Source: an optimization exercise on an open RTL-to-GDS flow (aim: small area and a short achievable clock period). Production flows keep margins and buffers that such runs may drop. Function was checked by simulation only, so behaviour that the tests miss may differ from the original.

==> flow/design.v <==
module sh4a_mac(
    input clk,
    input [31:0] mul_src1,
    input [31:0] mul_src2,
    input [63:0] add_src1,
    input [63:0] add_src2,
    output reg [63:0] result
);
reg [63:0] add_src1_latch;
reg [63:0] add_src2_latch;
reg [63:0] result_stage1;
always @(posedge clk) begin
    result_stage1 <= (mul_src1 * mul_src2);
    add_src1_latch <= add_src1;
    add_src2_latch <= add_src2;
end
always @(posedge clk) begin
    result <= result_stage1 + add_src1_latch + add_src2_latch;
end
endmodule
==> flow/run.sh <==
#!/bin/bash
# synth_recipe.tcl (not shown) runs the flow's synth.tcl, then flattens the netlist and writes it again
# the make line also repeats each setting of config.mk as NAME=value (left out here)
make -C /OpenROAD-flow-scripts/flow DESIGN_CONFIG=/design/flow/config.mk WORK_HOME=/design/flow/orfs CLKGATE_MAP_FILE= SYNTH_SCRIPT=/design/flow/synth_recipe.tcl finish
==> flow/config.mk <==
export PLATFORM = sky130hd
export DESIGN_NAME = sh4a_mac
export DESIGN_NICKNAME = sh4a_mac
export VERILOG_FILES = /design/flow/design.v
export SDC_FILE = /design/flow/constraint.sdc
export NUM_CORES = 4
export LEC_CHECK = 0
export CAP_MARGIN = 20
export CORE_MARGIN = 2
export CORE_UTILIZATION = 40
export SLEW_MARGIN = 20
==> flow/constraint.sdc <==
create_clock -name core_clock -period 9.5 [get_ports {clk}]
set_input_delay 1.9000 -clock core_clock [delete_from_list [all_inputs] [get_ports {clk}]]
set_output_delay 1.9000 -clock core_clock [all_outputs]
set_load 0.01 [all_outputs]
==> results.sh <==
export IMPL_outcome="complete, no violations"
export IMPL_hp_class="register to register"
export IMPL_path_cells="clkdlybuf4s50_1 > buf_4 > nand2_1 > fa_1 > fa_1 > inv_1 > fa_1 > fa_1 > fa_1 > fa_1 > fa_1 > inv_1 > fa_1 > inv_1 > ha_1 > a21o_1 > a21oi_1 > o21ai_0 > a221oi_1 > o31ai_4 > a221oi_4 > o31ai_1 > xor2_1"
export IMPL_die_w_um=333
export IMPL_hold_viol_final=0
export IMPL_arrival_ns=9.51
export IMPL_final_setup_viol_count=0
export IMPL_cts_setup_buffers=0
export IMPL_cts_sinks=256
export IMPL_ys_types=83
export IMPL_clockBufferDepth=3
export IMPL_rows=120
export IMPL_remaining_drc_errors=0
export IMPL_track_usage=0.218
export IMPL_synth_seq_cells=256
export IMPL_endpoint="result_stage1[52]$_DFF_P_"
export IMPL_r2r_start="add_src1_latch[0]$_DFF_P_"
export IMPL_min_period_ns=9.10
export IMPL_grt_max_degree=33
export IMPL_clock_root_buffer="clkbuf_16"
export IMPL_grt_antenna_before_repair=8
export IMPL_nFillCells=10190
export IMPL_path_delay_family="adder cells"
export IMPL_synth_area_per_cell_um2=9.55
export IMPL_hpwl_um=101000
export IMPL_cts_clk_slew_worst_paths_ns=0.07
export IMPL_fin_cells=6178
export IMPL_via_count=30819
export IMPL_ant_nets=0
export IMPL_worst_slew_pin_slew_ns=0.659
export IMPL_cp_slowest_cell="clkdlybuf4s50_1"
export IMPL_layout_commonest_cell="fa_1"
export IMPL_cp_max_fo=17
export IMPL_clkLatencyLatePin_ns=0.53
export IMPL_cp_required_ns=9.91
export IMPL_grt_pass1_vias=32820
export IMPL_reg2reg_to="result[63]$_DFF_P_"
export IMPL_period_share=0.957
export IMPL_io_buffers=256
export IMPL_cp_num_cells=23
export IMPL_start_kind="primary input"
export IMPL_grt_pass1_wl_um=190000
export IMPL_routed_wl_um=119000
export IMPL_wl_per_cell_um=19.3
export IMPL_fin_ws_ns=0.404
export IMPL_grt_overflow=0
export IMPL_cap_violations=0
export IMPL_cp_num_buf_inv=5
export IMPL_die_area_um2=111000
export IMPL_cp_startpoint="mul_src2[19]"
export IMPL_viasPerCell=4.99
export IMPL_die_h_um=333
export IMPL_cts_tree="done"
export IMPL_min_from="result_stage1[0]$_DFF_P_"
export IMPL_start_util=0.404
export IMPL_critPathKind="primary input to register"
export IMPL_dpl_cell_count=6135
export IMPL_cpPeakStageDelay_ns=0.85
export IMPL_end_kind="register"
export IMPL_gp_congestion=0.886
export IMPL_dpl_cell_area_um2=48500
export IMPL_reg2reg_depth=15
export IMPL_synthesis_area_um2=43400
export IMPL_final_cell_mix="fa_1, inv_1, and2_1, nand2_1, ha_1"
export IMPL_syn_inst=4545
export IMPL_crit_top_cell="fa_1"
export IMPL_drtPass1Iterations=5
export IMPL_pin_count=257
export IMPL_async_reset_ff_frac=0
export IMPL_ff2ff_setup_slack_ns=5.36
export IMPL_synth_yosys_seq_area_share=0.118
export IMPL_ctsHtreeMaxLevel=1
export IMPL_ys_warn_count=1
export IMPL_maxSlewHeadroom=0.559
export IMPL_report_final_slew_viol_count=0
export IMPL_rsz0062_at_grt="false"
export IMPL_synth_edf_count=0
export IMPL_coreArea_um2=107000
export IMPL_post_cts_resized=0
export IMPL_syn_to_final_growth_pct=13.6
export IMPL_clock_skew_ns=0.0101
export IMPL_drive_gt1_frac=0.0517
export IMPL_finalNetCount=6235
export IMPL_syn_nets=6023
export IMPL_max_freq_ghz=0.110
export IMPL_drt_iter0_drc=2201
export IMPL_ys_flop_type="dfxtp_1"
export IMPL_cts_hold_buf=0
export IMPL_design_area_um2=49300
export IMPL_cts_buffers=23
export IMPL_place_ws_ns=-0.117
## layer usage
metal | global-route usage | wire length [um] | vias up
met2 | 0.334 | 51800 | 1005
li1 | - | - | 14050
met3 | 0.0356 | 9050 | 108
met4 | 0.0349 | 1500 | 12
met5 | 0 | 69 | -
met1 | 0.329 | 56700 | 15644
## sequential cells by signal (all words and copies together) (netlist names)
register	cells
add_src2_latch	64
result_stage1	64
result	64
add_src1_latch	64
## kinds of logic after synthesis
group	share of synthesized area
buf+inv	0.0973
compound gates	0.0670
simple gates	0.157
mux	0.000231
fa+ha+maj	0.536
flops	0.118
xor+xnor	0.0244
## worst reg2reg max path, delay by kind of cell (launching register included)
family                     cells  cell delay (ns)
xor gates and xnor gates       1             0.22
AOI/OAI and AO/OA              7             2.02
and+or+nand+nor                1             0.17
buffers and inverters          3             0.22
adders and majority gates      3             1.13
DFF                            1             0.31
## how the worst min path moves through the flow
stage	depth (start not counted)	slack [ns]	endpoint
after global routing	3	0.63	result[0]$_DFF_P_
after detailed placement	3	0.58	result[0]$_DFF_P_
final	3	0.58	result[0]$_DFF_P_
after CTS	3	0.59	result[0]$_DFF_P_
after global placement	3	0.56	result[0]$_DFF_P_
after floorplan	3	0.55	result[0]$_DFF_P_
## synth_stat cells, drive strengths merged, types with 3 or more instances
| master | n | share of area |
|---|---|---|
| xor2 | 46 | 0.0093 |
| nand2 | 550 | 0.048 |
| buf | 12 | 0.0014 |
| a31oi | 23 | 0.0043 |
| clkbuf | 224 | 0.019 |
| xnor2 | 75 | 0.015 |
| a211oi | 6 | 0.0012 |
| o41ai | 3 | 0.00095 |
| nor2b | 8 | 0.0012 |
| o21ai | 69 | 0.0086 |
| dfxtp | 256 | 0.12 |
| o21a | 11 | 0.0019 |
| a221o | 3 | 0.00069 |
| fa | 960 | 0.44 |
| or3 | 5 | 0.00084 |
| nand4 | 33 | 0.0048 |
| and4 | 6 | 0.0012 |
| and2 | 581 | 0.084 |
| o2bb2ai | 3 | 0.00061 |
| and3 | 19 | 0.0027 |
| a21boi | 8 | 0.0014 |
| o211ai | 12 | 0.0023 |
| ha | 325 | 0.094 |
| a21o | 81 | 0.014 |
| nor3b | 3 | 0.00078 |
| o221ai | 3 | 0.00061 |
| o21bai | 22 | 0.0038 |
| a221oi | 5 | 0.0016 |
| or2 | 5 | 0.00072 |
| o31ai | 14 | 0.0032 |
| nor3 | 21 | 0.0024 |
| a21oi | 141 | 0.017 |
| inv | 886 | 0.077 |
| nand2b | 5 | 0.00072 |
| nand3 | 26 | 0.0030 |
| nor2 | 61 | 0.0053 |
## cell type report
| class | count | area [um2] | share of cell area |
|---|---|---|---|
| Clock inverter | 16 | 218 | 0.00442 |
| Sequential cell | 256 | 5120 | 0.104 |
| Timing Repair Buffer | 423 | 4220 | 0.0855 |
| Clock buffer | 25 | 593 | 0.0120 |
| Antenna cell | 2 | 5.00 | 0.000101 |
| Multi-Input combinational cell | 3167 | 34100 | 0.691 |
| Tap cell | 1403 | 1760 | 0.0356 |
| Inverter | 886 | 3330 | 0.0674 |
## per-stage QoR
stage,TNS (ns),util,hold WS (ns)
6_report,0,0.459,0.582
2_1_floorplan,0,-,0.549
4_1_cts,0,0.459,0.587
3_3_place_gp,-0.510,0.452,0.561
5_1_grt,0,0.459,0.627
3_5_place_dp,-0.584,0.452,0.578

## separate check: timing with driven ports
The results above use ideal ports. As a check the final layout listed here was re-extracted and re-timed, cells and wires unchanged. Step 1 sets driving cells, clkbuf_16 on the clock port and buf_2 on the other inputs (assumed; they add their load-dependent delay and slew). Step 2 moves the port delays by t, midway between the first and last clock arrival at a register: inputs arrive t later, outputs are due t later. That takes back most of the time a late clock gives input paths. Slacks: no drivers / after step 1 / after step 2; pairs: no drivers / after step 1.
t (ns): 0.591
setup WS [ns]: 0.404 / 0.442 / -0.149
cell pins on the clock port's net: 1
With both steps, setup timing fails in this run, where it was met with ideal ports. The setup slack of this run moves by +0.038 ns with the drivers and by -0.553 ns with both steps.
